Background: an optimization exercise with open tools, aiming at small area and a short achievable clock period. Do not read the settings as production practice.
Function was checked by simulation only, so behaviour that the tests miss may differ from the original.
The clock port is modelled as an ideal driver; clocking choices that lean on that would not hold on a real chip.
Power is estimated from default activity; no workload was simulated.

Setup of v38:
==> flow/design.v <==
module ALU_DESIGN #(parameter DW = 8, CW = 4)(INP_VALID,OPA,OPB,CIN,CLK,RST,CMD,CE,MODE,COUT,OFLOW,RES,G,E,L,ERR);
  input [DW-1:0] OPA,OPB;
  input CLK,RST,CE,MODE,CIN;
  input [CW-1:0] CMD;
  input [1:0] INP_VALID;
  output reg [DW+1:0] RES;
  output reg COUT;
  output reg OFLOW;
  output reg G;
  output reg E;
  output reg L;
  output reg ERR;
  reg [7:0] A, B;
  reg [3:0] C;
  reg [4:0] W;
  reg VA, VB;
  reg [7:0] P, Q;
  always @(posedge CLK) begin
    if (INP_VALID[0]) A <= OPA;
    if (INP_VALID[1]) B <= OPB;
    if (|INP_VALID) C <= CMD;
  end
  always @(posedge CLK) begin
    if (RST) begin
      VA <= 1'b0;
      VB <= 1'b0;
    end else begin
      if (INP_VALID[0]) VA <= 1'b1;
      if (INP_VALID[1]) VB <= 1'b1;
    end
  end
  always @(posedge CLK) begin
    if (|INP_VALID)
      W[3:0] <= 4'd0;
    else if ((VA ^ VB) && !W[4])
      W[3:0] <= W[3:0] + 4'd1;
  end
  always @(posedge CLK) begin
    if (RST || (|INP_VALID))
      W[4] <= 1'b0;
    else if ((VA ^ VB) && (&W[3:0]))
      W[4] <= 1'b1;
  end
  wire timeout_err = !RST && W[4] && (INP_VALID == 2'b10 || (INP_VALID == 2'b01 && VB));
  wire c0  = (C == 4'd0);
  wire c1  = (C == 4'd1);
  wire c2  = (C == 4'd2);
  wire c3  = (C == 4'd3);
  wire c4  = (C == 4'd4);
  wire c5  = (C == 4'd5);
  wire c6  = (C == 4'd6);
  wire c7  = (C == 4'd7);
  wire c8  = (C == 4'd8);
  wire c9  = (C == 4'd9);
  wire c10 = (C == 4'd10);
  wire c11 = (C == 4'd11);
  wire c12 = (C == 4'd12);
  wire c13 = (C == 4'd13);
  wire xa    = C[3] ? C[0] : ~(C[2] & C[1]);
  wire x1    = ~C[3] & C[2] & C[1] & ~C[0];
  wire xp    = C[3] & C[1] & ~C[0];
  wire ybsel = ~C[3] & ~(C[2] & ~C[1]);
  wire yinv  = ~C[2] & C[0];
  wire y1    = ~C[3] & C[2] & ~C[1] & C[0];
  wire ci    = c1 | c7 | c10 | (c2 & CIN) | (c3 & ~CIN);
  wire [7:0] xl = ({8{xa}} & A) | ({8{xp}} & P) | {8{x1}};
  wire [7:0] yl = ({8{ybsel}} & (B ^ {8{yinv}})) | {8{y1}} | ({8{xp}} & ~Q);
  wire xh = x1;
  wire yh = (ybsel & yinv) | y1 | xp;
  wire [9:0] xx = {xh, xh, xl};
  wire [9:0] yy = {yh, yh, yl};
  wire [9:0] sxy = xx + yy;
  wire [9:0] pr = xx ^ yy;
  wire [9:0] cxy = sxy ^ pr;
  wire [9:0] pa;
  genvar gp;
  generate for (gp = 0; gp < 10; gp = gp + 1) begin : g_pa
    if (gp == 0) begin : g0
      assign pa[0] = 1'b1;
    end else begin : gn
      assign pa[gp] = &pr[gp-1:0];
    end
  end endgenerate
  wire [9:0] sum = pr ^ (cxy | (pa & {10{ci}}));
  wire a_lt_b = A < B;
  wire a_eq_b = A == B;
  wire [63:0] pp;
  genvar gi, gj;
  generate for (gi = 0; gi < 8; gi = gi + 1) begin : g_pp
    for (gj = 0; gj < 8; gj = gj + 1) begin : g_ppj
      assign pp[gi*8+gj] = P[gi] & Q[gj];
    end
  end endgenerate
  wire t1 = pp[6] ^ pp[13];
  wire t2 = pp[6] & pp[13];
  wire t3 = pp[7] ^ pp[14] ^ pp[21];
  wire t4 = (pp[7] & pp[14]) | (pp[7] & pp[21]) | (pp[14] & pp[21]);
  wire t5 = pp[28] ^ pp[35];
  wire t6 = pp[28] & pp[35];
  wire t7 = pp[15] ^ pp[22] ^ pp[29];
  wire t8 = (pp[15] & pp[22]) | (pp[15] & pp[29]) | (pp[22] & pp[29]);
  wire t9 = pp[36] ^ pp[43];
  wire t10 = pp[36] & pp[43];
  wire t11 = pp[23] ^ pp[30] ^ pp[37];
  wire t13 = pp[4] ^ pp[11];
  wire t14 = pp[4] & pp[11];
  wire t15 = pp[5] ^ pp[12] ^ pp[19];
  wire t16 = (pp[5] & pp[12]) | (pp[5] & pp[19]) | (pp[12] & pp[19]);
  wire t17 = pp[26] ^ pp[33];
  wire t18 = pp[26] & pp[33];
  wire t19 = pp[20] ^ pp[27] ^ pp[34];
  wire t20 = (pp[20] & pp[27]) | (pp[20] & pp[34]) | (pp[27] & pp[34]);
  wire t21 = pp[41] ^ pp[48] ^ t1;
  wire t22 = (pp[41] & pp[48]) | (pp[41] & t1) | (pp[48] & t1);
  wire t23 = pp[42] ^ pp[49] ^ pp[56];
  wire t24 = (pp[42] & pp[49]) | (pp[42] & pp[56]) | (pp[49] & pp[56]);
  wire t25 = t3 ^ t5 ^ t2;
  wire t26 = (t3 & t5) | (t3 & t2) | (t5 & t2);
  wire t27 = pp[50] ^ pp[57] ^ t7;
  wire t28 = (pp[50] & pp[57]) | (pp[50] & t7) | (pp[57] & t7);
  wire t29 = t9 ^ t4 ^ t6;
  wire t30 = (t9 & t4) | (t9 & t6) | (t4 & t6);
  wire t31 = pp[44] ^ pp[51] ^ pp[58];
  wire t33 = t11 ^ t8 ^ t10;
  wire t35 = pp[3] ^ pp[10];
  wire t36 = pp[3] & pp[10];
  wire t37 = pp[18] ^ pp[25] ^ pp[32];
  wire t38 = (pp[18] & pp[25]) | (pp[18] & pp[32]) | (pp[25] & pp[32]);
  wire t39 = pp[40] ^ t15 ^ t17;
  wire t40 = (pp[40] & t15) | (pp[40] & t17) | (t15 & t17);
  wire t41 = t19 ^ t21 ^ t16;
  wire t42 = (t19 & t21) | (t19 & t16) | (t21 & t16);
  wire t43 = t23 ^ t25 ^ t20;
  wire t44 = (t23 & t25) | (t23 & t20) | (t25 & t20);
  wire t45 = t27 ^ t29 ^ t24;
  wire t46 = (t27 & t29) | (t27 & t24) | (t29 & t24);
  wire t47 = t31 ^ t33 ^ t28;
  wire t49 = pp[2] ^ pp[9];
  wire t50 = pp[2] & pp[9];
  wire t51 = pp[17] ^ pp[24] ^ t35;
  wire t52 = (pp[17] & pp[24]) | (pp[17] & t35) | (pp[24] & t35);
  wire t53 = t13 ^ t37 ^ t36;
  wire t54 = (t13 & t37) | (t13 & t36) | (t37 & t36);
  wire t55 = t14 ^ t39 ^ t38;
  wire t56 = (t14 & t39) | (t14 & t38) | (t39 & t38);
  wire t57 = t18 ^ t41 ^ t40;
  wire t58 = (t18 & t41) | (t18 & t40) | (t41 & t40);
  wire t59 = t22 ^ t43 ^ t42;
  wire t60 = (t22 & t43) | (t22 & t42) | (t43 & t42);
  wire t61 = t26 ^ t45 ^ t44;
  wire t62 = (t26 & t45) | (t26 & t44) | (t45 & t44);
  wire t63 = t30 ^ t47 ^ t46;
  wire [9:0] mr1 = {t63, t61, t59, t57, t55, t53, t51, pp[16], pp[1], pp[0]};
  wire [9:0] mr2 = {t62, t60, t58, t56, t54, t52, t50, t49, pp[8], 1'b0};
  wire [9:0] prod = mr1 + mr2;
  wire [7:0] pinc, qinc;
  genvar gq;
  generate for (gq = 0; gq < 8; gq = gq + 1) begin : g_inc
    if (gq == 0) begin : g0
      assign pinc[0] = ~A[0];
      assign qinc[0] = ~B[0];
    end else begin : gn
      assign pinc[gq] = A[gq] ^ (&A[gq-1:0]);
      assign qinc[gq] = B[gq] ^ (&B[gq-1:0]);
    end
  end endgenerate
  wire lt0 = c1 | c3 | c5 | c6 | c7;
  wire lt1 = c1 | c4 | c6;
  wire lt2 = c1 | c4 | c7 | c8;
  wire lt3 = c0 | c5 | c8;
  wire [7:0] lfun = (A & B & {8{lt3}}) | (A & ~B & {8{lt2}}) | (~A & B & {8{lt1}}) | (~A & ~B & {8{lt0}});
  wire [7:0] lres = lfun |
      ({8{c9}}  & {A[6:0], 1'b0}) |
      ({8{c10 | c11}} & {B[6:0], 1'b0}) |
      {7'd0, c2 & (|A) & (|B)};
  wire s0 = B[0];
  wire s1 = B[1] ^ (C[0] & B[0]);
  wire s2 = B[2] ^ (C[0] & (B[1] | B[0]));
  wire [7:0] r1 = s0 ? {A[6:0], A[7]} : A;
  wire [7:0] r2 = s1 ? {r1[5:0], r1[7:6]} : r1;
  wire [7:0] r3 = s2 ? {r2[3:0], r2[7:4]} : r2;
  wire [7:0] lrot = (c12 | c13) ? r3 : 8'd0;
  reg Z;
  wire ma = MODE & ~RST;
  wire ml = ~MODE & ~RST;
  wire [9:0] ares =
      ({10{~C[3] | (c10 & ~Z)}} & sum) |
      ({10{c9 & ~Z}} & prod);
  wire [9:0] res_n = ({10{ma}} & ares) | {2'b00, {8{ml}} & (lres | lrot)};
  wire cout_n  = ma & (c0 | c2) & sum[8];
  wire oflow_n = ma & (c1 | c3) & a_lt_b;
  wire e_n     = ma & c8 & a_eq_b;
  wire g_n     = ma & c8 & ~a_lt_b & ~a_eq_b;
  wire l_n     = ma & c8 & a_lt_b;
  wire err_n   = ml & c12 & (|B[7:4]);
  wire upd = CE & (RST | (VA & VB));
  always @(posedge CLK) begin
    if (upd) begin
      RES   <= res_n;
      COUT  <= cout_n;
      OFLOW <= oflow_n;
      G     <= g_n;
      E     <= e_n;
      L     <= l_n;
    end
  end
  always @(posedge CLK) begin
    if (timeout_err)
      ERR <= 1'b1;
    else if (upd)
      ERR <= err_n;
  end
  wire pq_upd = CE & ~RST & VA & VB & MODE & (c9 | c10);
  always @(posedge CLK) begin
    if (CE & RST)
      Z <= 1'b1;
    else if (pq_upd)
      Z <= 1'b0;
  end
  always @(posedge CLK) begin
    if (pq_upd) begin
      P <= c9 ? pinc : {A[6:0], 1'b0};
      Q <= c9 ? qinc : B;
    end
  end
endmodule
clock: 5.0 ns
lec_check: 0
cap_margin: 20
core_margin: 2
core_utilization: 40
setup_slack_margin: 2.35
slew_margin: 20
standard.sh (not shown) runs the stock make flow with config.mk's settings and CLKGATE_MAP_FILE= SYNTH_SCRIPT=/design/flow/synth_recipe.tcl, a recipe that flattens the netlist after the stock synthesis.
==> flow/flow/run.sh <==
#!/bin/bash
# Layout flow: the standard ORFS flow (standard.sh), with two changes:
#  - synthesis is the standard script (synth_recipe.tcl, ORFS synth.tcl) except
#    that full/half-adder extraction is off (ADDER_MAP_FILE empty) and the
#    final ABC mapping runs flow/syn.abc instead of ORFS's speed script;
#    the registers are unchanged (same passes up to dfflibmap);
#  - the port buffers are sky130_fd_sc_hd__buf_2 cells instead of the
#    default delay cells;
#  - after CTS, flow/skew.tcl delays the clock of the output registers
#    (useful skew for the register-to-register paths into them).
set -uo pipefail
W=$(pwd)
{
  head -n 1 synth_recipe.tcl
  cat <<EOT
proc abc {args} {
  set i [lsearch \$args -script]
  lset args [expr {\$i + 1}] $W/flow/syn.abc
  puts "flow/run.sh: abc \$args"
  yosys abc {*}\$args
}
EOT
  tail -n +2 synth_recipe.tcl
} > my_synth.tcl
bash standard.sh SYNTH_SCRIPT=$W/my_synth.tcl ADDER_MAP_FILE= \
  "BUFFER_PORTS_ARGS=-buffer_cell sky130_fd_sc_hd__buf_2" \
  "CTS_ARGS=-sink_clustering_enable -repair_clock_nets -dont_use_dummy_load" \
  POST_CTS_TCL=$W/flow/skew.tcl finish > flow_standard.log 2>&1
rc=$?
cp -r orfs/logs flow_orfs_logs 2>/dev/null
exit $rc
==> flow/flow/skew.tcl <==
# Useful skew between registers: the output registers (RES and the flags)
# get their clock later than the registers that feed them (the second
# group, P and Q, has an empty chain here). Each group of
# target registers on one clock-tree leaf net gets a chain of delay cells.
proc skew_esc {s} { return [string map {[ \\[ ] \\]} $s] }
set skew_rx [list {^(RES\[[0-9]+\]|COUT|OFLOW|G|E|L|ERR)\$_} {^(P|Q)\[[0-9]+\]\$_}]
set skew_chain [list {sky130_fd_sc_hd__clkdlybuf4s50_1 sky130_fd_sc_hd__clkbuf_4} {}]
array unset skew_grp
foreach cell [get_cells *] {
  set name [get_full_name $cell]
  for {set gi 0} {$gi < 2} {incr gi} {
    if {[regexp [lindex $skew_rx $gi] $name]} {
      set pin [get_pins -quiet "[skew_esc $name]/CLK"]
      if {$pin eq ""} { continue }
      set net [get_full_name [get_nets -of_objects $pin]]
      lappend skew_grp([list $net $gi]) $pin
    }
  }
}
set nins 0
foreach key [lsort [array names skew_grp]] {
  lassign $key net gi
  set chain [lindex $skew_chain $gi]
  set curnet $net
  foreach bc $chain {
    set pins $skew_grp($key)
    insert_buffer -buffer_cell $bc -net [get_nets [skew_esc $curnet]] -load_pins $pins
    incr nins
    set curnet [get_full_name [get_nets -of_objects [lindex $pins 0]]]
  }
  puts "skew: group $gi on $net: [llength $skew_grp($key)] registers, now on $curnet"
}
puts "skew: inserted $nins cells"
# The skew must not be what makes the input paths meet timing: from here on
# the repair sees CIN and MODE, whose paths end mostly at the delayed
# registers, arriving later by more than the skew.
set_input_delay 1.75 -clock [get_clocks core_clock] [get_ports {CIN MODE}]
detailed_placement
estimate_parasitics -placement
repair_timing_helper
detailed_placement
check_placement -verbose
Other scripts of this flow, unchanged in this note and not shown: flow/flow/syn.abc
v38 reached the final stage; the timing, design-rule and antenna checks on its layout passed.
The following lists how v9 was set up differently from v38:
# v38
export LEC_CHECK = 0
export CAP_MARGIN = 20
export CORE_MARGIN = 2
export CORE_UTILIZATION = 40
export SETUP_SLACK_MARGIN = 2.35
export SLEW_MARGIN = 20
create_clock -name core_clock -period 5.0 [get_ports {CLK}]
# v9
export LEC_CHECK = 0
export CAP_MARGIN = 20
export CORE_MARGIN = 2
export CORE_UTILIZATION = 40
export SETUP_SLACK_MARGIN = 2.3
export SLEW_MARGIN = 20
create_clock -name core_clock -period 5.0 [get_ports {CLK}]
-- flow/flow/skew.tcl --
<<< v38, line 5
proc skew_esc {s} { return [string map {[ \\[ ] \\]} $s] }
set skew_rx [list {^(RES\[[0-9]+\]|COUT|OFLOW|G|E|L|ERR)\$_} {^(P|Q)\[[0-9]+\]\$_}]
set skew_chain [list {sky130_fd_sc_hd__clkdlybuf4s50_1 sky130_fd_sc_hd__clkbuf_4} {}]
array unset skew_grp
foreach cell [get_cells *] {
>>> v9, line 5
proc skew_esc {s} { return [string map {[ \\[ ] \\]} $s] }
set skew_rx [list {^(RES\[[0-9]+\]|COUT|OFLOW|G|E|L|ERR)\$_} {^(P|Q)\[[0-9]+\]\$_}]
set skew_chain [list {sky130_fd_sc_hd__clkdlybuf4s25_1 sky130_fd_sc_hd__clkbuf_4} {}]
array unset skew_grp
foreach cell [get_cells *] {
<<< v38, line 35
# the repair sees CIN and MODE, whose paths end mostly at the delayed
# registers, arriving later by more than the skew.
set_input_delay 1.75 -clock [get_clocks core_clock] [get_ports {CIN MODE}]
detailed_placement
estimate_parasitics -placement
>>> v9, line 35
# the repair sees CIN and MODE, whose paths end mostly at the delayed
# registers, arriving later by more than the skew.
set_input_delay 1.65 -clock [get_clocks core_clock] [get_ports {CIN MODE}]
detailed_placement
estimate_parasitics -placement
--- outcome ---
Total non-filler cell area in the finished layout across v9 and v38: no real change. v9 against v38: critical path depth shows no meaningful change; sum of routed wire length over all layers shows no meaningful change; share of post-route cells with drive strength above 1 has increased; shortest clock period the worst path allows after layout picked up an extra 130 ps; combinational power higher. Cmp v9 and v38 / worst setup slack after layout / higher: v38. Wire length on met3 ends up lower on v9. On net switching share of the total power, v9 and v38 are basically level. Relative to v38, the net count reported at finish measured on v9 has decreased slightly.
Relative to v9, the following input files were edited for v52:
# v9
export LEC_CHECK = 0
export CAP_MARGIN = 20
export CORE_MARGIN = 2
export CORE_UTILIZATION = 40
export SETUP_SLACK_MARGIN = 2.3
export SLEW_MARGIN = 20
create_clock -name core_clock -period 5.0 [get_ports {CLK}]
# v52
export LEC_CHECK = 0
export CAP_MARGIN = 20
export CORE_MARGIN = 2
export CORE_UTILIZATION = 40
export SETUP_SLACK_MARGIN = 2.35
export SLEW_MARGIN = 20
create_clock -name core_clock -period 5.0 [get_ports {CLK}]
-- flow/flow/skew.tcl --
<<< v9, line 5
proc skew_esc {s} { return [string map {[ \\[ ] \\]} $s] }
set skew_rx [list {^(RES\[[0-9]+\]|COUT|OFLOW|G|E|L|ERR)\$_} {^(P|Q)\[[0-9]+\]\$_}]
set skew_chain [list {sky130_fd_sc_hd__clkdlybuf4s25_1 sky130_fd_sc_hd__clkbuf_4} {}]
array unset skew_grp
foreach cell [get_cells *] {
>>> v52, line 5
proc skew_esc {s} { return [string map {[ \\[ ] \\]} $s] }
set skew_rx [list {^(RES\[[0-9]+\]|COUT|OFLOW|G|E|L|ERR)\$_} {^(P|Q)\[[0-9]+\]\$_}]
set skew_chain [list {sky130_fd_sc_hd__clkdlybuf4s50_1 sky130_fd_sc_hd__clkbuf_4} {}]
array unset skew_grp
foreach cell [get_cells *] {
<<< v9, line 35
# the repair sees CIN and MODE, whose paths end mostly at the delayed
# registers, arriving later by more than the skew.
set_input_delay 1.65 -clock [get_clocks core_clock] [get_ports {CIN MODE}]
detailed_placement
estimate_parasitics -placement
>>> v52, line 35
# the repair sees CIN and MODE, whose paths end mostly at the delayed
# registers, arriving later by more than the skew.
set_input_delay 1.85 -clock [get_clocks core_clock] [get_ports {CIN MODE}]
detailed_placement
estimate_parasitics -placement
- v52: worst setup slack 27 ps above v9
- The headroom to the max-slew limit in v52 was higher than what v9 gave.
- v52 vs v9, combinational cell fraction of total power went down by 0.4 points.
- v52: done, clean on timing, DRC and antenna
- Routability congestion estimate ended up 0.32% higher on v52 than on v9.
- v52 gives less minimum clock period than v9 did.
- Diff v9 and v52: wire length on met3 lower in v9
- In terms of total power, v52 and v9 differ only marginally.
- Cell area reported after detailed placement essentially unchanged between v9 and v52.
- v52 vs v9 — wire length of the first global-routing pass climbed slightly
- The final cell area excluding filler cells was comparable across v9 and v52.
Input changes introduced in v32 (baseline for comparison: v52):
# v52
export LEC_CHECK = 0
export CAP_MARGIN = 20
export CORE_MARGIN = 2
export CORE_UTILIZATION = 40
export SETUP_SLACK_MARGIN = 2.35
export SLEW_MARGIN = 20
create_clock -name core_clock -period 5.0 [get_ports {CLK}]
# v32
export LEC_CHECK = 0
export CAP_MARGIN = 20
export CORE_MARGIN = 2
export CORE_UTILIZATION = 40
export SETUP_SLACK_MARGIN = 2.3
export SLEW_MARGIN = 20
create_clock -name core_clock -period 5.0 [get_ports {CLK}]
-- flow/flow/skew.tcl --
<<< v52, line 35
# the repair sees CIN and MODE, whose paths end mostly at the delayed
# registers, arriving later by more than the skew.
set_input_delay 1.85 -clock [get_clocks core_clock] [get_ports {CIN MODE}]
detailed_placement
estimate_parasitics -placement
>>> v32, line 35
# the repair sees CIN and MODE, whose paths end mostly at the delayed
# registers, arriving later by more than the skew.
set_input_delay 1.95 -clock [get_clocks core_clock] [get_ports {CIN MODE}]
detailed_placement
estimate_parasitics -placement
[summary]
- v32 went all the way through synthesis, placement and routing and the layout is clean on timing, DRC and antenna.
- v32 ends up with a arrival time at the worst endpoint that is 110 ps higher than in v52.
- v32 vs. v52: global-route met1 utilization decreased 0.33 points; global-route usage fell 0.15 points.
- Re combinational cell power: v52 and v32 aren't equal, and the higher value belongs to v32.
- Total of fill cells in the finished design in v32 is about 3.5% lower than in v52
